This design comes from an exercise in tuning for small area, a short achievable clock period and few clock cycles on the open sky130 flow, not from production work. Function was checked by simulation only, so behaviour that the tests miss may differ from the original.

## flow/design.v (module list and top-level ports; edited modules follow where they fit)
// module mem: 21 lines
// module ctrl: 101 lines
// module dot8: 1885 lines
// module fa: 10 lines
// module ha: 9 lines
// module mvm: 91 lines
// module vreg: 9 lines
module mvm #(
  parameter IWIDTH = 8,
  parameter OWIDTH = 32,
  parameter MEM_DATAW = IWIDTH * 8,
  parameter VEC_MEM_DEPTH = 4,
  parameter VEC_ADDRW = $clog2(VEC_MEM_DEPTH),
  parameter MAT_MEM_DEPTH = 8,
  parameter MAT_ADDRW = $clog2(MAT_MEM_DEPTH),
  parameter NUM_OLANES = 4
)(
  input  logic                   clk,
  input  logic                   rst,
  input  logic [MEM_DATAW-1:0]   i_vec_wdata,
  input  logic [VEC_ADDRW-1:0]   i_vec_waddr,
  input  logic                   i_vec_wen,
  input  logic [MEM_DATAW-1:0]   i_mat_wdata,
  input  logic [MAT_ADDRW-1:0]   i_mat_waddr,
  input  logic [NUM_OLANES-1:0]  i_mat_wen,
  input  logic                   i_start,
  input  logic [VEC_ADDRW-1:0]   i_vec_start_addr,
  input  logic [VEC_ADDRW:0]     i_vec_num_words,
  input  logic [MAT_ADDRW-1:0]   i_mat_start_addr,
  input  logic [MAT_ADDRW:0]     i_mat_num_rows_per_olane,
  output logic                   o_busy,
  output logic [NUM_OLANES*OWIDTH-1:0] o_result,
  output logic                   o_valid
);
  // ...
==> flow/flow/run.sh <==
#!/bin/bash
# The standard layout, with plain buffers (sky130_fd_sc_hd__buf_4, which the
# resizer may resize) on the ports instead of the resizer's default pick,
# a delay cell. Everything else is the standard.sh unchanged.
set -euo pipefail
bash standard.sh "BUFFER_PORTS_ARGS=-buffer_cell sky130_fd_sc_hd__buf_4" finish > standard.log 2>&1
==> flow/standard.sh <==
#!/bin/bash
# synth_recipe.tcl (not shown) runs the flow's synth.tcl, then flattens the netlist and writes it again
# the make line also repeats each setting of config.mk as NAME=value (left out here)
make -C /OpenROAD-flow-scripts/flow DESIGN_CONFIG=/design/flow/config.mk WORK_HOME=/design/flow/orfs CLKGATE_MAP_FILE= SYNTH_SCRIPT=/design/flow/synth_recipe.tcl "${@:-finish}"
==> flow/config.mk <==
export PLATFORM = sky130hd
export DESIGN_NAME = mvm
export DESIGN_NICKNAME = mvm
export VERILOG_FILES = /design/flow/design.v
export SDC_FILE = /design/flow/constraint.sdc
export NUM_CORES = 4
export LEC_CHECK = 0
export ABC_CLOCK_PERIOD_IN_PS = 2800
export CAP_MARGIN = 20
export CORE_MARGIN = 2
export CORE_UTILIZATION = 50
export SETUP_SLACK_MARGIN = 2.6
export SLEW_MARGIN = 20
export SYNTH_HIERARCHICAL = 1
export SYNTH_MINIMUM_KEEP_SIZE = 0
export TNS_END_PERCENT = 100
==> flow/constraint.sdc <==
create_clock -name core_clock -period 5.5 [get_ports {clk}]
set_input_delay 1.1000 -clock core_clock [delete_from_list [all_inputs] [get_ports {clk}]]
set_output_delay 1.1000 -clock core_clock [all_outputs]
set_load 0.01 [all_outputs]
==> flow_summary_export.csv, run 1 <==
group,metric,value,unit
setup_path,reg2reg_to,"OLANE[2].dot8_inst.r839",
drt,final_antenna_net_count,0,
final_layout,design_area,186000,sq um
drt,drc,0,
yosys,avgSynthCellArea,14.4,sq um
clocking,numCtsBuffers,371,
yosys,synth-simple-area-share,3.69,%
clocking,root_buffer,"clkbuf_16",
final_layout,multiInputGateArea,65700,sq um
final_layout,top_register,"OLANE.mat_mem_inst.mem_array",
final_layout,multi_input_cells,6752,
global_routing,met2_usage,48.8,%
run_status,status,"no timing/DRC/antenna violations",
final_layout,layout_common_cells,"2,330 x edfxtp_1, 2,042 x a22oi_1, 1,257 x xnor2_1",
yosys,seq_area_frac_synth,57.3,%
die,dieArea,339000,sq um
yosys,synth_area,167000,sq um
setup_path,cp_top_family,"adder cells",
clocking,cts_setup_buffers,3,
timing,period_needed,2960,ps
clocking,worstSkewPairLatency,970,ps
setup_path,slowest_stage,"fa_1",
drt,top_layer,"met5",
die,die_height,582,microns
setup_path,worstSetupStartpoint,"OLANE[2].mat_data[31]",
drt,dr.pass1.iters,9,
hold_path,whs_endpoint,"OLANE[0].dot8_inst.r1002",
global_routing,grt_max_degree,98,
clocking,hold_buffers,0,
timing,tightestPinTransition,1140,ps
placed_design,post-dp-hpwl,403000,microns
die,initial_core_util,50.2,%
yosys,yosysTopAreaCell,"edfxtp_1",
yosys,synth_edf_count,2330,
Testbench counts, summed over its fixed seeds: cycles 5,340.
==> run 2: changes to the inputs <==
--- a/flow/config.mk
+++ b/flow/config.mk
@@ -9,7 +9,7 @@
 export CAP_MARGIN = 20
 export CORE_MARGIN = 2
 export CORE_UTILIZATION = 50
-export SETUP_SLACK_MARGIN = 2.6
+export SETUP_SLACK_MARGIN = 2.9
 export SLEW_MARGIN = 20
 export SYNTH_HIERARCHICAL = 1
 export SYNTH_MINIMUM_KEEP_SIZE = 0
==> flow_summary_export.csv, run 2 <==
group,metric,value,unit
run_status,status,"no timing/DRC/antenna violations",
global_routing,grt_use_total,34.1,%
drt,drc,0,
drt,final_antenna_net_count,0,
clocking,clock-sinks,3612,
timing,period_needed,2840,ps
clocking,numCtsBuffers,370,
drt,wl,598000,microns
hold_path,hold_path.class,"flop to flop",
die,dieArea,339000,sq um
timing,tns,0,ps
timing,rsz0062_at_grt,"true",
clocking,cts_tree,"built",
setup_path,cp_max_fo,6,
timing,finalMaxSlewViolations,0,
setup_path,critPathMaxStageDelay,550,ps
timing,hold_viol_final,0,
yosys,synthTopCellsByArea,"edfxtp_1 42%, dfxtp_1 15%, fa_1 14%, a22oi_1 9.2%, xnor2_1 6.6%",
final_layout,utilization,60.2,%
timing,tightestPinTransition,1150,ps
placed_design,dp_slack,1740,ps
yosys,synthDistinctLibCells,76,
setup_path,required,6280,ps
yosys,synthFlopType,"edfxtp_1",
yosys,ys_ff_latch,3612,
drt,first_iter_violations,13033,
yosys,avgSynthCellArea,14.4,sq um
timing,fin_skew,104,ps
run,cap_violations,0,
yosys,synth_top_cell_area_share,41.9,%
die,chipWidth,582,microns
setup_path,cp_num_buf_inv,2,
final_layout,top_register,"OLANE.mat_mem_inst.mem_array",
setup_path,cp_top_family,"adder cells",
yosys,synth_area,167000,sq um
clocking,htree_levels,5,
clocking,cts_buffer_depth,4,
clocking,root_buffer,"clkbuf_16",
final_layout,layout_common_cells,"2,330 x edfxtp_1, 1,651 x a22oi_1, 1,021 x xnor2_1",
die,die_height,582,microns
clocking,worstSkewPairLatency,1000,ps
final_layout,layout_commonest_cell,"edfxtp_1",
global_routing,grt_max_degree,83,
yosys,yosysTopAreaCell,"edfxtp_1",
timing,setup_ws,2660,ps
yosys,ys_top_cells_by_count,"2,330 x edfxtp_1, 2,042 x a22oi_1, 1,282 x dfxtp_1",
final_layout,fin_cells,16925,
placed_design,post-dp-hpwl,401000,microns
setup_path,slowest_stage,"fa_1",
final_layout,reg_top3,"OLANE.mat_mem_inst.mem_array: 2048 flops, OLANE.mat_data: 256 flops, vec_mem_inst.mem_array: 256 flops",
drt,vias_per_cell,6.32,
yosys,syn-num-nets,13157,
setup_path,startpoint_type,"flop",
timing,finalCritPeriodShare,51.6,%
setup_path,setup.worst_path.end_class,"flop",
die,core_area,333000,sq um
global_routing,grt_pass1_vias,106480,
global_routing,globalRouteOverflowTotal,0,
yosys,synthCells,11595,
timing,setup_viol,0,
setup_path,crit_type,"flop to flop",
final_layout,final_nets,13768,
placed_design,place_congestion,0.996,
die,initial_core_util,50.2,%
final_layout,syn_to_final_growth,20.0,%
clocking,cts.clk_slew.worst_paths,60,ps
timing,whs,325,ps
placed_design,port_buffers,282,
placed_design,placed_cells,15672,
yosys,seq_area_frac_synth,57.3,%
die,row_count,212,
yosys,synth-async-reset-ratio,0,%
final_layout,drive_above_1_share,28.9,%
drt,dr.pass1.iters,9,
drt,wl_per_cell,35.3,microns
setup_path,arrival,3620,ps
setup_path,crit_chain,"buf_4 -> buf_4 -> o21ai_2 -> xnor2_2 -> fa_1 -> fa_1 -> fa_2",
global_routing,antenna_found_initial,27,
global_routing,grt_pass1_wl,811000,microns
yosys,yosys_warnings,13,
final_layout,largest_reg_flops,2048,
die,io_pins,283,
timing,fmax,0.353,GHz
drt,dr_total_vias,106894,
yosys,synth_edf_count,2330,
timing,relSlewSlack,23.1,%
yosys,synth.most_common_cell,"edfxtp_1",
-- run 2: what timing repair did --
| action | in CTS | in global routing |
|---|---|---|
| pin swaps | 601 | 809 |
| setup buffers | 318 | 206 |
| gates resized for setup | 1563 | 1078 |
| cloned | 17 | 8 |
| hold buffers | 0 | 0 |
| setup endpoints to repair | 864 | 462 |
-- run 2: metal layers --
| layer | vias to the layer above | share of wire [%] | GRT usage (%) |
|---|---|---|---|
| met1 | 55118 | 38 | 44.9 |
| met2 | 6416 | 45 | 51.7 |
| met4 | 10 | 6.4 | 17.6 |
| li1 | 43960 | - | - |
| met5 | - | 0.074 | 0 |
| met3 | 1390 | 11 | 9.53 |
-- run 2: cell families after synthesis --
logic type	Yosys count	share of synthesized area (%)
and+or+nand+nor	1165	3.69
buffers and inverters	1231	3.86
adders and majority gates	1409	15.7
muxes	17	0.105
xor gates and xnor gates	1352	7.09
AOI/OAI and AO/OA	2809	12.3
DFF	3612	57.3
-- run 2: cell type report --
| cell class | count | area [sq um] |
|---|---|---|
| clock buffer | 516 | 10300 |
| clock inverter | 172 | 1900 |
| tap | 4387 | 5490 |
| inverter | 463 | 1820 |
| multi-input combinational | 6762 | 72400 |
| fill | 24989 | 132000 |
| sequential | 3612 | 97300 |
| timing repair buffer | 997 | 11200 |
| antenna | 16 | 40.0 |
-- run 2: path summary, 6_finish.rpt --
path                                    to  slack, ps  depth (start not counted)                           from
hold reg to reg   OLANE[1].dot8_inst.r1003        330                          0        OLANE[1].dot8_inst.r754
hold / removal    OLANE[1].dot8_inst.r1003        330                          0        OLANE[1].dot8_inst.r754
setup reg to reg   OLANE[0].dot8_inst.r851       2660                          7  VPAIR[0].booth_reg_inst.q[22]
setup / recovery   OLANE[0].dot8_inst.r851       2660                          7  VPAIR[0].booth_reg_inst.q[22]
-- run 2: per-module statistics from Yosys (local to each module, per instance), excerpt --
module,cells,flops+latches,copies in the design,cell area (sq um)
ctrl,140,28,1,1600
dot8,1414,205,4,12400
mvm,378,268,1,6110
fa,1,0,1144,20.0
-- run 2: worst register-to-register path, delay by kind of cell (launching register included) --
kind                       cells  cell delay [ps]
buffers and inverters          2              430
adders and majority gates      3             1510
xor gates and xnor gates       1              170
DFF                            1              490
AOI/OAI and AO/OA              1               60
-- run 2: per-stage QoR --
stage / cell area [sq um]
global placement: 172000
floorplan: 167000
finish: 200000
global route: 200000
CTS: 193000
detailed placement: 172000
==> run 3: changes to the inputs <==
--- a/flow/config.mk
+++ b/flow/config.mk
@@ -9,7 +9,8 @@
 export CAP_MARGIN = 20
 export CORE_MARGIN = 2
 export CORE_UTILIZATION = 50
-export SETUP_SLACK_MARGIN = 2.9
+export CTS_BUF_LIST = sky130_fd_sc_hd__clkbuf_8
+export SETUP_SLACK_MARGIN = 2.75
 export SLEW_MARGIN = 20
 export SYNTH_HIERARCHICAL = 1
 export SYNTH_MINIMUM_KEEP_SIZE = 0
==> flow_summary_export.csv, run 3 <==
group,metric,value,unit
timing,relSlewSlack,12.2,%
yosys,synthTopCellsByArea,"edfxtp_1 42%, dfxtp_1 15%, fa_1 14%, a22oi_1 9.2%, xnor2_1 6.6%",
global_routing,antenna_found_initial,27,
clocking,worstSkewPairLatency,1220,ps
final_layout,largest_reg_flops,2048,
setup_path,crit_type,"flop to flop",
final_layout,utilization,57.3,%
global_routing,grt_use_total,34.2,%
drt,dr.pass1.iters,8,
clocking,clock-sinks,3612,
yosys,synth-xor-area-share,7.09,%
timing,setup_ws,2660,ps
clocking,numCtsBuffers,588,
clocking,cts.clk_slew.worst_paths,70,ps
yosys,synth_edf_count,2330,
run,cap_violations,0,
yosys,synthFlopType,"edfxtp_1",
clocking,root_buffer,"clkbuf_8",
setup_path,setup.worst_path.end_class,"flop",
yosys,synthCells,11595,
global_routing,grt_pass1_wl,813000,microns
die,row_count,212,
setup_path,arrival,3840,ps
placed_design,dp_slack,1260,ps
yosys,yosysTopAreaCell,"edfxtp_1",
final_layout,drive_above_1_share,20.7,%
yosys,synth_area,167000,sq um
placed_design,place_congestion,1.02,
yosys,synth_fa_ha_area_share,15.7,%
timing,hold_viol_final,0,
die,initial_core_util,50.2,%
die,dieArea,339000,sq um
global_routing,globalRouteOverflowTotal,0,
final_layout,final_nets,13645,
setup_path,critPathMaxStageDelay,650,ps
die,chipWidth,582,microns
setup_path,crit_top_cell,"fa_1",
yosys,ys_ff_latch,3612,
die,die_height,582,microns
final_layout,reg_top3,"OLANE.mat_mem_inst.mem_array: 2048 flops, OLANE.mat_data: 256 flops, vec_mem_inst.mem_array: 256 flops",
clocking,cts_buffer_depth,4,
drt,wl,593000,microns
drt,wl_per_cell,34.9,microns
yosys,ys_top_cells_by_count,"2,330 x edfxtp_1, 2,042 x a22oi_1, 1,282 x dfxtp_1",
final_layout,syn_to_final_growth,14.3,%
timing,setup_viol,0,
yosys,syn-num-nets,13157,
drt,first_iter_violations,13752,
yosys,synth_compound_area_share,12.3,%
yosys,synth_top_family_by_area,"adder cells",
timing,rsz0062_at_grt,"true",
yosys,synth-async-reset-ratio,0,%
setup_path,slowest_stage,"fa_2",
global_routing,grt_max_degree,87,
global_routing,grt_pass1_vias,106762,
setup_path,required,6510,ps
clocking,htree_levels,6,
final_layout,layout_common_cells,"2,330 x edfxtp_1, 1,983 x a22oi_1, 1,209 x xnor2_1",
drt,vias_per_cell,6.25,
yosys,yosys_warnings,13,
drt,drc,0,
yosys,synthMuxAreaShare,0.105,%
clocking,cts_tree,"built",
yosys,avgSynthCellArea,14.4,sq um
placed_design,port_buffers,282,
timing,finalCritPeriodShare,51.6,%
setup_path,startpoint_type,"flop",
hold_path,hold_path.class,"primary input to flop",
setup_path,cp_max_fo,7,
die,core_area,333000,sq um
final_layout,top_register,"OLANE.mat_mem_inst.mem_array",
timing,finalMaxSlewViolations,0,
drt,final_antenna_net_count,0,
run_status,status,"no timing/DRC/antenna violations",
timing,tightestPinTransition,1320,ps
die,io_pins,283,
drt,dr_total_vias,106283,
setup_path,crit_chain,"buf_4 -> a22oi_1 -> xnor2_1 -> fa_1 -> fa_2 -> fa_1",
yosys,synth_top_cell_area_share,41.9,%
yosys,synth.most_common_cell,"edfxtp_1",
timing,fmax,0.352,GHz
timing,tns,0,ps
final_layout,layout_commonest_cell,"edfxtp_1",
timing,period_needed,2840,ps
yosys,synth-simple-area-share,3.69,%
yosys,synthDistinctLibCells,76,
yosys,seq_area_frac_synth,57.3,%
timing,fin_skew,98.5,ps
placed_design,post-dp-hpwl,406000,microns
==> run 3: per-module statistics from Yosys, one instance, submodules excluded, excerpt <==
module | cells | flops+latches | copies in the design | area (sq um)
ctrl | 140 | 28 | 1 | 1600
dot8 | 1414 | 205 | 4 | 12400
fa | 1 | 0 | 1144 | 20.0
mvm | 378 | 268 | 1 | 6110
==> run 3: through the flow <==
step / cell area (sq um) / hold slack [ps] / instances
after detailed placement: 172000 / 312 / 15665
after global routing: 191000 / 55.7 / 16968
after global placement: 172000 / 311 / 15665
after floorplan: 167000 / 310 / 11595
after CTS: 188000 / 0.669 / 16828
final: 191000 / 89.7 / 16992
==> run 3: kinds of logic (layout without fill, tap and decap cells) <==
family                   Yosys count  in the layout
multiplexers                      17             17
flip-flops                      3612           3612
buffers and inverters           1231           2207
AO/OA/AOI/OAI                   2809           2817
adder cells (fa/ha/maj)         1409           1409
XOR/XNOR                        1352           1352
AND/OR/NAND/NOR                 1165           1165
other                              0             26
==> run 3: repair_timing <==
action | in CTS | in global routing
setup buffers | 61 | 135
endpoints found under the hold margin | 27 | 0
endpoints found under the setup margin | 996 | 347
pin swaps | 40 | 241
resized for setup | 1050 | 384
hold buffers | 8 | 0
gates cloned | 8 | 3
==> run 3: worst max-delay path: cells and delay by family (launching register included) <==
kind	cells	cell delay, ps
AOI/OAI and AO/OA	1	80
buffers and inverters	1	180
xor gates and xnor gates	1	220
DFF	1	520
adders and majority gates	3	1610
==> run 3: area by class of cell <==
cell class	instances	area, sq um
Inverter	463	1760
Tap cell	4387	5490
Fill cell	26301	142000
Timing Repair Buffer	658	7360
Antenna cell	26	65.1
Clock inverter	409	2700
Sequential cell	3612	97100
Clock buffer	677	9320
Multi-Input combinational cell	6760	67100
==> run 3: layer usage <==
layer,wire length [microns],up-vias,GRT usage [%]
li1,-,43802,-
met1,228000,54521,45.6
met2,264000,6657,51.8
met3,64400,1299,8.71
met4,36700,4,17.4
met5,28,-,0
==> run 3: path summary, 6_finish.rpt <==
| path | startpoint | end | slack (ps) | cells past startpoint |
|---|---|---|---|---|
| worst max-delay path | OLANE[0].mat_data[42] | OLANE[0].dot8_inst.r814 | 2660 | 6 |
| worst min-delay path | i_vec_wdata[42] | vec_mem_inst.mem_array[0][42] | 90 | 1 |
| worst max register to register | OLANE[0].mat_data[42] | OLANE[0].dot8_inst.r814 | 2660 | 6 |
| worst min register to register | last_r[1] | last_r[2] | 330 | 0 |
==> run 4: changes to the inputs <==
--- a/flow/config.mk
+++ b/flow/config.mk
@@ -8,8 +8,7 @@
 export ABC_CLOCK_PERIOD_IN_PS = 2800
 export CAP_MARGIN = 20
 export CORE_MARGIN = 2
-export CORE_UTILIZATION = 50
-export CTS_BUF_LIST = sky130_fd_sc_hd__clkbuf_8
+export CORE_UTILIZATION = 42
 export SETUP_SLACK_MARGIN = 2.75
 export SLEW_MARGIN = 20
 export SYNTH_HIERARCHICAL = 1
==> flow_summary_export.csv, run 4 <==
group,metric,value,unit
drt,vias_per_cell,6.00,
setup_path,critPathCapture,"OLANE[1].dot8_inst.r794",
timing,finalMaxSlewViolations,0,
run,cap_violations,0,
die,chipWidth,635,microns
die,core_area,396000,sq um
setup_path,cp_num_buf_inv,2,
setup_path,r2r_start,"VPAIR[0].booth_reg_inst.q[43]",
drt,dr.pass1.iters,7,
setup_path,reg2reg_slack,2610,ps
clocking,cts.clk_slew.worst_paths,60,ps
setup_path,path_depth,7,
clocking,cts_buffer_depth,4,
timing,whs,309,ps
setup_path,arrival,3690,ps
die,die_height,635,microns
timing,hold_viol_final,0,
global_routing,globalRouteOverflowTotal,0,
timing,rsz0062_at_grt,"true",
run_status,status,"no timing/DRC/antenna violations",
setup_path,crit_chain,"buf_12 -> buf_4 -> a22oi_2 -> xnor2_2 -> fa_2 -> fa_2 -> fa_1",
yosys,seq_area_frac_synth,57.3,%
global_routing,grt_pass1_vias,103245,
final_layout,layout_common_cells,"2,330 x edfxtp_1, 1,954 x a22oi_1, 1,175 x xnor2_1",
final_layout,syn_to_final_growth,15.0,%
clocking,root_buffer,"clkbuf_16",
yosys,yosys_warnings,13,
timing,tns,0,ps
placed_design,port_buffers,282,
drt,final_antenna_net_count,0,
timing,finalCritPeriodShare,52.5,%
yosys,synthFlopType,"edfxtp_1",
timing,relSlewSlack,27.8,%
yosys,ys_ff_latch,3612,
global_routing,grt_pass1_wl,803000,microns
hold_path,hold_path.class,"primary input to flop",
drt,wl,591000,microns
clocking,clock-sinks,3612,
final_layout,drive_above_1_share,19.2,%
setup_path,reg2reg_to,"OLANE[1].dot8_inst.r794",
global_routing,grt_max_degree,93,
yosys,synthTopCellsByArea,"edfxtp_1 42%, dfxtp_1 15%, fa_1 14%, a22oi_1 9.2%, xnor2_1 6.6%",
clocking,worstSkewPairLatency,1010,ps
setup_path,slowest_stage,"fa_2",
yosys,synth_top_cell_area_share,41.9,%
global_routing,grt_use_total,28.4,%
placed_design,place_congestion,1.01,
placed_design,post-dp-hpwl,414000,microns
drt,first_iter_violations,14021,
clocking,htree_levels,5,
yosys,synthCells,11595,
final_layout,reg_top3,"OLANE.mat_mem_inst.mem_array: 2048 flops, OLANE.mat_data: 256 flops, vec_mem_inst.mem_array: 256 flops",
hold_path,hp-start,"i_vec_wdata[44]",
final_layout,final_nets,13435,
final_layout,largest_reg_flops,2048,
timing,tightestPinTransition,1080,ps
setup_path,startpoint_type,"flop",
yosys,ys_top_cells_by_count,"2,330 x edfxtp_1, 2,042 x a22oi_1, 1,282 x dfxtp_1",
yosys,avgSynthCellArea,14.4,sq um
setup_path,worstSetupStartpoint,"VPAIR[0].booth_reg_inst.q[43]",
yosys,synth.most_common_cell,"edfxtp_1",
die,dieArea,403000,sq um
setup_path,crit_type,"flop to flop",
yosys,yosysTopAreaCell,"edfxtp_1",
drt,drc,0,
setup_path,cp_top_family,"adder cells",
final_layout,top_register,"OLANE.mat_mem_inst.mem_array",
setup_path,ff2ff_path_depth,7,
drt,dr_total_vias,104805,
global_routing,antenna_found_initial,50,
drt,wl_per_cell,33.8,microns
setup_path,critPathMaxStageDelay,630,ps
timing,setup_viol,0,
die,row_count,231,
die,io_pins,283,
final_layout,layout_commonest_cell,"edfxtp_1",
clocking,numCtsBuffers,371,
yosys,synth_edf_count,2330,
die,initial_core_util,42.2,%
timing,fin_skew,109,ps
setup_path,crit_top_cell,"fa_2",
timing,fmax,0.346,GHz
timing,period_needed,2890,ps
yosys,synth_area,167000,sq um
setup_path,setup.worst_path.end_class,"flop",
yosys,synth-async-reset-ratio,0,%
setup_path,cp_max_fo,6,
yosys,synthDistinctLibCells,76,
setup_path,required,6300,ps
clocking,cts_tree,"built",
yosys,syn-num-nets,13157,
run 4: changes by cell type in the layout (fill, tap and decap cells not counted), sizes merged:
cell         before  now
a22o             14   17
clkinv          123  134
inv             719  481
clkbuf          681  484
diode            26   40
bufinv           18   38
bufbuf            0    1
dlygate4sd3       8    0
clkinvlp         12   22
buf             646  657
run 4: worst reg2reg max path: stages, from the launching register on:
cell and delay [ps]:
dfxtp_4 360, buf_12 150, buf_4 190, a22oi_2 200, xnor2_2 170, fa_2 490, fa_2 630, fa_1 500
run 4: how the worst min path moves through the flow:
stage          slack [ps]                             to  cells past startpoint
4_1_cts               250  vec_mem_inst.mem_array[0][44]                      1
3_5_place_dp          310       OLANE[1].dot8_inst.r1002                      0
6_report              310  vec_mem_inst.mem_array[0][44]                      1
2_1_floorplan         310       OLANE[0].dot8_inst.r1002                      0
3_3_place_gp          310       OLANE[3].dot8_inst.r1003                      0
5_1_grt               290  vec_mem_inst.mem_array[0][17]                      1
run 4: kinds of logic (layout without fill, tap and decap cells):
logic type,after synthesis,after routing,synth area share [%]
buf+inv,1231,1817,3.86
compound gates,2809,2820,12.3
mux,17,17,0.105
other cells,0,40,0
xor+xnor,1352,1352,7.09
flops,3612,3612,57.3
simple gates,1165,1165,3.69
fa+ha+maj,1409,1409,15.7
run 4: metrics by stage:
stage,instances,worst slack [ps],util [%],area [sq um]
after floorplan,11595,2110,-,167000
after global placement,16511,1130,43.7,173000
after detailed placement,16513,1160,43.7,173000
after CTS,17320,2570,47.7,189000
after global routing,17457,2650,48.5,192000
final,17474,2610,48.5,192000
run 4: metal layers:
metal | wire (microns) | part of all wire [%] | vias to the layer above | GRT usage, %
met1 | 234000 | 40 | 54070 | 38.7
met2 | 260000 | 44 | 6290 | 43.1
met3 | 64100 | 11 | 1128 | 7.02
met5 | 241 | 0.041 | - | 0
li1 | - | - | 43301 | -
met4 | 32700 | 5.5 | 16 | 12.5
run 4: area by class of cell:
class	instances	area, sq um
diodes	40	100
clock buffers	480	10200
clock inverters	212	2460
fillers	33636	204000
inverters	463	1790
multi-input cells	6763	67400
flip-flops and latches	3612	97000
well taps	5242	6560
repair buffers	662	6630
run 4: timing repair:
item,in CTS,in global routing
hold endpoints to repair,0,0
cloned,13,3
resized for setup,845,400
pin swaps,85,227
setup endpoints to repair,722,445
hold buffers,0,0
buffers inserted,102,111
run 4: modules after synthesis, one instance, submodules excluded, excerpt:
module	cell area, sq um	flip-flops and latches	copies in the design
fa	20.0	0	1144
ctrl	1600	28	1
dot8	12400	205	4
mvm	6110	268	1
==> run 5: changes to the inputs <==
--- a/flow/config.mk
+++ b/flow/config.mk
@@ -8,7 +8,10 @@
 export ABC_CLOCK_PERIOD_IN_PS = 2800
 export CAP_MARGIN = 20
 export CORE_MARGIN = 2
-export CORE_UTILIZATION = 42
+export CORE_UTILIZATION = 50
+export CTS_BUF_LIST = sky130_fd_sc_hd__clkbuf_8
+export CTS_CLUSTER_DIAMETER = 50
+export CTS_CLUSTER_SIZE = 20
 export SETUP_SLACK_MARGIN = 2.75
 export SLEW_MARGIN = 20
 export SYNTH_HIERARCHICAL = 1
==> flow_summary_export.csv, run 5 <==
group,metric,value,unit
yosys,yosysTopAreaCell,"edfxtp_1",
die,chipWidth,582,microns
placed_design,port_buffers,282,
final_layout,largest_reg_flops,2048,
clocking,worstSkewPairLatency,1150,ps
timing,rsz0062_at_grt,"true",
setup_path,crit_top_cell,"fa_1",
yosys,synthFlopType,"edfxtp_1",
yosys,avgSynthCellArea,14.4,sq um
timing,finalMaxSlewViolations,0,
final_layout,design_area,187000,sq um
timing,fin_skew,87.1,ps
setup_path,arrival,3830,ps
global_routing,antenna_found_initial,25,
timing,finalCritPeriodShare,51.2,%
yosys,seq_area_frac_synth,57.3,%
final_layout,layout_commonest_cell,"edfxtp_1",
yosys,synth.most_common_cell,"edfxtp_1",
yosys,synthTopCellsByArea,"edfxtp_1 42%, dfxtp_1 15%, fa_1 14%, a22oi_1 9.2%, xnor2_1 6.6%",
timing,period_needed,2820,ps
drt,final_antenna_net_count,0,
clocking,cts_tree,"built",
drt,drc,0,
yosys,yosys_warnings,13,
yosys,syn-num-nets,13157,
setup_path,required,6510,ps
die,core_area,333000,sq um
global_routing,grt_pass1_vias,104340,
yosys,synth_top_cell_area_share,41.9,%
final_layout,final_nets,13399,
run_status,status,"no timing/DRC/antenna violations",
die,dieArea,339000,sq um
setup_path,crit_type,"flop to flop",
yosys,ys_ff_latch,3612,
yosys,synthDistinctLibCells,76,
final_layout,reg_top3,"OLANE.mat_mem_inst.mem_array: 2048 flops, OLANE.mat_data: 256 flops, vec_mem_inst.mem_array: 256 flops",
setup_path,critPathMaxStageDelay,600,ps
clocking,numCtsBuffers,355,
drt,wl_per_cell,35.6,microns
placed_design,dp_slack,1260,ps
placed_design,place_congestion,1.02,
clocking,htree_levels,5,
clocking,cts_buffer_depth,4,
final_layout,drive_above_1_share,19.3,%
yosys,synth_edf_count,2330,
global_routing,grt_pass1_wl,807000,microns
setup_path,cp_top_family,"adder cells",
drt,wl,589000,microns
die,row_count,212,
yosys,synthCells,11595,
yosys,synth-async-reset-ratio,0,%
drt,dr_total_vias,104856,
setup_path,slowest_stage,"fa_1",
setup_path,startpoint_type,"flop",
yosys,synth_area,167000,sq um
timing,hold_viol_final,0,
setup_path,setup.worst_path.end_class,"flop",
timing,relSlewSlack,22.8,%
timing,tns,0,ps
clocking,root_buffer,"clkbuf_8",
setup_path,cp_max_fo,7,
clocking,clock-sinks,3612,
final_layout,top_register,"OLANE.mat_mem_inst.mem_array",
die,initial_core_util,50.2,%
timing,setup_ws,2680,ps
placed_design,placed_cells,15665,
setup_path,crit_chain,"buf_12 -> o21ai_0 -> xnor2_1 -> fa_1 -> fa_2 -> fa_1",
run,cap_violations,0,
die,io_pins,283,
setup_path,reg2reg_slack,2680,ps
clocking,cts.clk_slew.worst_paths,110,ps
global_routing,globalRouteOverflowTotal,0,
final_layout,layout_common_cells,"2,330 x edfxtp_1, 2,000 x a22oi_1, 1,229 x xnor2_1",
global_routing,grt_use_total,34.0,%
final_layout,fin_cells,16540,
final_layout,n_fill_cell,26525,
final_layout,syn_to_final_growth,11.8,%
drt,dr.pass1.iters,9,
timing,setup_viol,0,
die,die_height,582,microns
yosys,ys_top_cells_by_count,"2,330 x edfxtp_1, 2,042 x a22oi_1, 1,282 x dfxtp_1",
setup_path,cp_num_buf_inv,1,
timing,fmax,0.355,GHz
timing,tightestPinTransition,1160,ps
placed_design,post-dp-hpwl,406000,microns
global_routing,grt_max_degree,87,
placed_design,place_area,172000,sq um
hold_path,hold_path.class,"primary input to flop",
drt,vias_per_cell,6.34,
drt,first_iter_violations,13646,
run 5: per-stage QoR:
stage / hold slack (ps) / util [%]
floorplan: 310 / -
global placement: 311 / 51.8
detailed placement: 312 / 51.8
CTS: 36.5 / 55.3
global route: 106 / 56.1
finish: 158 / 56.1
run 5: layer usage:
metal	wire length (microns)	GRT usage [%]	part of all wire (%)
met5	84	0	0.014
met4	36900	16.9	6.3
met3	63100	7.82	11
met2	261000	51.7	44
met1	227000	45.9	39
run 5: worst paths after layout:
path,cells past startpoint,endpoint,start
hold / removal,1,vec_mem_inst.mem_array[1][28],i_vec_wdata[28]
hold reg to reg,0,last_r[4],last_r[3]
setup / recovery,6,OLANE[3].dot8_inst.r803,VPAIR[1].booth_reg_inst.q[0]
setup reg to reg,6,OLANE[3].dot8_inst.r803,VPAIR[1].booth_reg_inst.q[0]
run 5: logic make-up after synthesis:
group | after synthesis | synth area share, %
compound gates | 2809 | 12.3
xor+xnor | 1352 | 7.09
fa+ha+maj | 1409 | 15.7
buf+inv | 1231 | 3.86
flops | 3612 | 57.3
mux | 17 | 0.105
simple gates | 1165 | 3.69
run 5: modules after synthesis, one instance, submodules excluded, a selection:
module / area [sq um] / cells inside / flops+latches / copies in the design
ctrl: 1600 / 140 / 28 / 1
dot8: 12400 / 1414 / 205 / 4
fa: 20.0 / 1 / 0 / 1144
mvm: 6110 / 378 / 268 / 1
run 5: area by class of cell:
type	instances	area [sq um]	share of cell area [%]
Antenna cell	12	30.0	0.0161
Clock buffer	376	5170	2.77
Clock inverter	285	3170	1.70
Inverter	463	1760	0.941
Multi-Input combinational cell	6761	66700	35.8
Sequential cell	3612	97100	52.0
Tap cell	4387	5490	2.94
Timing Repair Buffer	644	7140	3.83
run 5: timing repair:
action / 4_1_cts / 5_1_grt
pin swaps: 35 / 191
resized for setup: 1044 / 312
gates cloned: 9 / 3
buffers inserted: 78 / 112
endpoints found under the setup margin: 986 / 237
hold buffers: 0 / 0
==> run 6: changes to the inputs <==
--- a/flow/config.mk
+++ b/flow/config.mk
@@ -10,10 +10,8 @@
 export CORE_MARGIN = 2
 export CORE_UTILIZATION = 50
 export CTS_BUF_LIST = sky130_fd_sc_hd__clkbuf_8
-export CTS_CLUSTER_DIAMETER = 50
-export CTS_CLUSTER_SIZE = 20
-export SETUP_SLACK_MARGIN = 2.75
+export SETUP_SLACK_MARGIN = 2.8
 export SLEW_MARGIN = 20
 export SYNTH_HIERARCHICAL = 1
 export SYNTH_MINIMUM_KEEP_SIZE = 0
-export TNS_END_PERCENT = 100
+export TNS_END_PERCENT = 30
==> flow_summary_export.csv, run 6 <==
group,metric,value,unit
setup_path,arrival,3910,ps
timing,relSlewSlack,19.7,%
setup_path,slowest_stage,"fa_2",
drt,dr.pass1.iters,7,
clocking,clock-sinks,3612,
yosys,synth_edf_count,2330,
global_routing,globalRouteOverflowTotal,0,
yosys,synth_area,167000,sq um
die,row_count,212,
clocking,cts_buffer_depth,4,
yosys,ys_top_cells_by_count,"2,330 x edfxtp_1, 2,042 x a22oi_1, 1,282 x dfxtp_1",
yosys,synth_fa_ha_area_share,15.7,%
drt,dr_total_vias,106202,
yosys,yosysTopAreaCell,"edfxtp_1",
drt,wl_per_cell,34.9,microns
placed_design,placed_cells,15665,
final_layout,utilization,57.0,%
global_routing,grt_use_total,34.1,%
timing,tightestPinTransition,1200,ps
timing,finalMaxSlewViolations,0,
yosys,synthFlopType,"edfxtp_1",
final_layout,n_fill_cell,26345,
clocking,htree_levels,6,
yosys,yosys_warnings,13,
timing,rsz0062_at_grt,"true",
final_layout,syn_to_final_growth,13.6,%
setup_path,startpoint_type,"flop",
yosys,ys_ff_latch,3612,
yosys,avgSynthCellArea,14.4,sq um
timing,hold_viol_final,0,
drt,final_antenna_net_count,0,
final_layout,final_nets,13629,
yosys,seq_area_frac_synth,57.3,%
timing,tns,0,ps
global_routing,grt_max_degree,87,
drt,wl,592000,microns
die,core_area,333000,sq um
setup_path,critPathMaxStageDelay,610,ps
drt,drc,0,
yosys,synthMuxAreaShare,0.105,%
die,io_pins,283,
final_layout,largest_reg_flops,2048,
clocking,numCtsBuffers,588,
yosys,synth-async-reset-ratio,0,%
yosys,synthDistinctLibCells,76,
setup_path,crit_top_cell,"fa_1",
placed_design,dp_slack,1260,ps
global_routing,grt_pass1_wl,812000,microns
placed_design,place_congestion,1.02,
yosys,synth_compound_area_share,12.3,%
clocking,worstSkewPairLatency,1220,ps
die,initial_core_util,50.2,%
final_layout,layout_commonest_cell,"edfxtp_1",
die,dieArea,339000,sq um
yosys,syn-num-nets,13157,
yosys,synthCells,11595,
global_routing,grt_pass1_vias,106809,
yosys,synthTopCellsByArea,"edfxtp_1 42%, dfxtp_1 15%, fa_1 14%, a22oi_1 9.2%, xnor2_1 6.6%",
final_layout,reg_top3,"OLANE.mat_mem_inst.mem_array: 2048 flops, OLANE.mat_data: 256 flops, vec_mem_inst.mem_array: 256 flops",
die,chipWidth,582,microns
setup_path,setup.worst_path.end_class,"flop",
hold_path,hold_path.class,"primary input to flop",
timing,period_needed,2850,ps
setup_path,crit_type,"flop to flop",
clocking,cts_tree,"built",
drt,vias_per_cell,6.26,
timing,fmax,0.350,GHz
clocking,cts.clk_slew.worst_paths,80,ps
setup_path,required,6550,ps
final_layout,drive_above_1_share,19.4,%
final_layout,top_register,"OLANE.mat_mem_inst.mem_array",
yosys,synth_top_family_by_area,"adder cells",
setup_path,cp_max_fo,10,
setup_path,crit_chain,"buf_12 -> buf_6 -> a22oi_1 -> xnor2_1 -> fa_1 -> fa_2 -> fa_1",
yosys,synth-xor-area-share,7.09,%
placed_design,port_buffers,282,
global_routing,antenna_found_initial,29,
timing,finalCritPeriodShare,51.9,%
die,die_height,582,microns
yosys,synth_top_cell_area_share,41.9,%
yosys,synth.most_common_cell,"edfxtp_1",
final_layout,layout_common_cells,"2,330 x edfxtp_1, 2,003 x a22oi_1, 1,235 x xnor2_1",
yosys,synth-simple-area-share,3.69,%
run,cap_violations,0,
drt,first_iter_violations,13382,
placed_design,post-dp-hpwl,406000,microns
run_status,status,"no timing/DRC/antenna violations",
timing,setup_viol,0,
clocking,root_buffer,"clkbuf_8",
final_layout,fin_cells,16959,
timing,setup_ws,2650,ps
timing,fin_skew,104,ps
run 6: cell counts after synthesis:
No cell type changed its count.
run 6: cells by family (layout without fill, tap and decap cells):
| kind of cell | count (synthesis) | count (layout) |
|---|---|---|
| xor+xnor | 1352 | 1352 |
| other cells | 0 | 9 |
| flops | 3612 | 3612 |
| compound gates | 2809 | 2818 |
| mux | 17 | 17 |
| simple gates | 1165 | 1165 |
| fa+ha+maj | 1409 | 1409 |
| buf+inv | 1231 | 2190 |
run 6: stage by stage:
step                hold slack (ps)  cell area [sq um]
finish                         93.9             190000
global placement                311             172000
global route                   57.7             190000
CTS                           0.669             188000
floorplan                       310             167000
detailed placement              312             172000
run 6: final timing paths:
kind / from / end / slack (ps) / cells past startpoint
max: VPAIR[0].booth_reg_inst.q[87] / OLANE[1].dot8_inst.r804 / 2650 / 7
min: i_vec_wdata[42] / vec_mem_inst.mem_array[3][42] / 90 / 1
max reg2reg: VPAIR[0].booth_reg_inst.q[87] / OLANE[1].dot8_inst.r804 / 2650 / 7
min reg2reg: last_r[1] / last_r[2] / 330 / 0
run 6: Yosys stat by module (local to each module, per instance), excerpt:
module  copies in the design  flops+latches  cells
dot8                       4            205   1414
mvm                        1            268    378
ctrl                       1             28    140
fa                      1144              0      1
run 6: final cells by class:
class | count | area (sq um) | area share, %
multi-input cells | 6761 | 66800 | 35.2
clock inverters | 409 | 2700 | 1.42
well taps | 4387 | 5490 | 2.89
flip-flops and latches | 3612 | 97000 | 51.1
inverters | 463 | 1760 | 0.929
repair buffers | 641 | 6600 | 3.48
clock buffers | 677 | 9320 | 4.91
diodes | 9 | 22.5 | 0.0119
run 6: critical path: cells and delay by family, from the launching register on:
family	cells	cell delay, ps
adders and majority gates	3	1510
buffers and inverters	2	400
DFF	1	390
xor gates and xnor gates	1	250
AOI/OAI and AO/OA	1	140
run 6: routing by layer:
layer / wire (microns) / GRT usage (%) / up-vias
met3: 62200 / 8.81 / 1216
met5: 51 / 0 / -
met2: 264000 / 51.4 / 6402
met4: 36200 / 17.9 / 8
met1: 229000 / 45.5 / 54818
li1: - / - / 43758
run 6: repair_timing:
action | 4_1_cts | 5_1_grt
gates cloned | 3 | 8
endpoints found under the hold margin | 27 | 0
setup buffers | 117 | 63
endpoints found under the setup margin | 1019 | 643
pin swaps | 128 | 99
hold buffers | 8 | 0
gates resized for setup | 950 | 177

afterwards: timing with drivers on the ports:
The results above use ideal ports. As a check the final layouts listed here were re-extracted and re-timed, cells and wires unchanged.
Step 1 assumes that a clkbuf_16 drives the clock port and a buf_2 every other input.
Step 2 also shifts input and output timing later by t, the mid clock arrival at the registers, as if the neighbouring blocks saw the same clock.
a / b / c = ideal / step 1 / step 2; a / b = the first two.
run	shift t [ns]	setup slack, ns	hold WS [ns]	worst register clock-pin slew, ns	worst data-port slew with drivers (ns)
run 1	1.051	2.544 / 2.544 / 1.815	0.324 / 0.276 / 0.324	0.08 / 0.08	0.29
run 2	1.073	2.664 / 2.664 / 2.011	0.325 / 0.256 / 0.325	0.07 / 0.07	0.14
run 3	1.278	2.662 / 2.626 / 1.702	0.090 / 0.044 / 0.325	0.07 / 0.07	0.16
run 4	1.079	2.610 / 2.610 / 1.896	0.309 / 0.221 / 0.311	0.07 / 0.07	0.58
run 5	1.212	2.683 / 2.640 / 1.882	0.158 / 0.116 / 0.326	0.12 / 0.12	0.18
run 6	1.278	2.647 / 2.604 / 1.692	0.094 / 0.049 / 0.325	0.08 / 0.08	0.21
After both steps setup and hold are still met in every run listed. The setup slack of run 3, which loses most, moves by -0.036 ns with the drivers and by -0.960 ns with both steps.
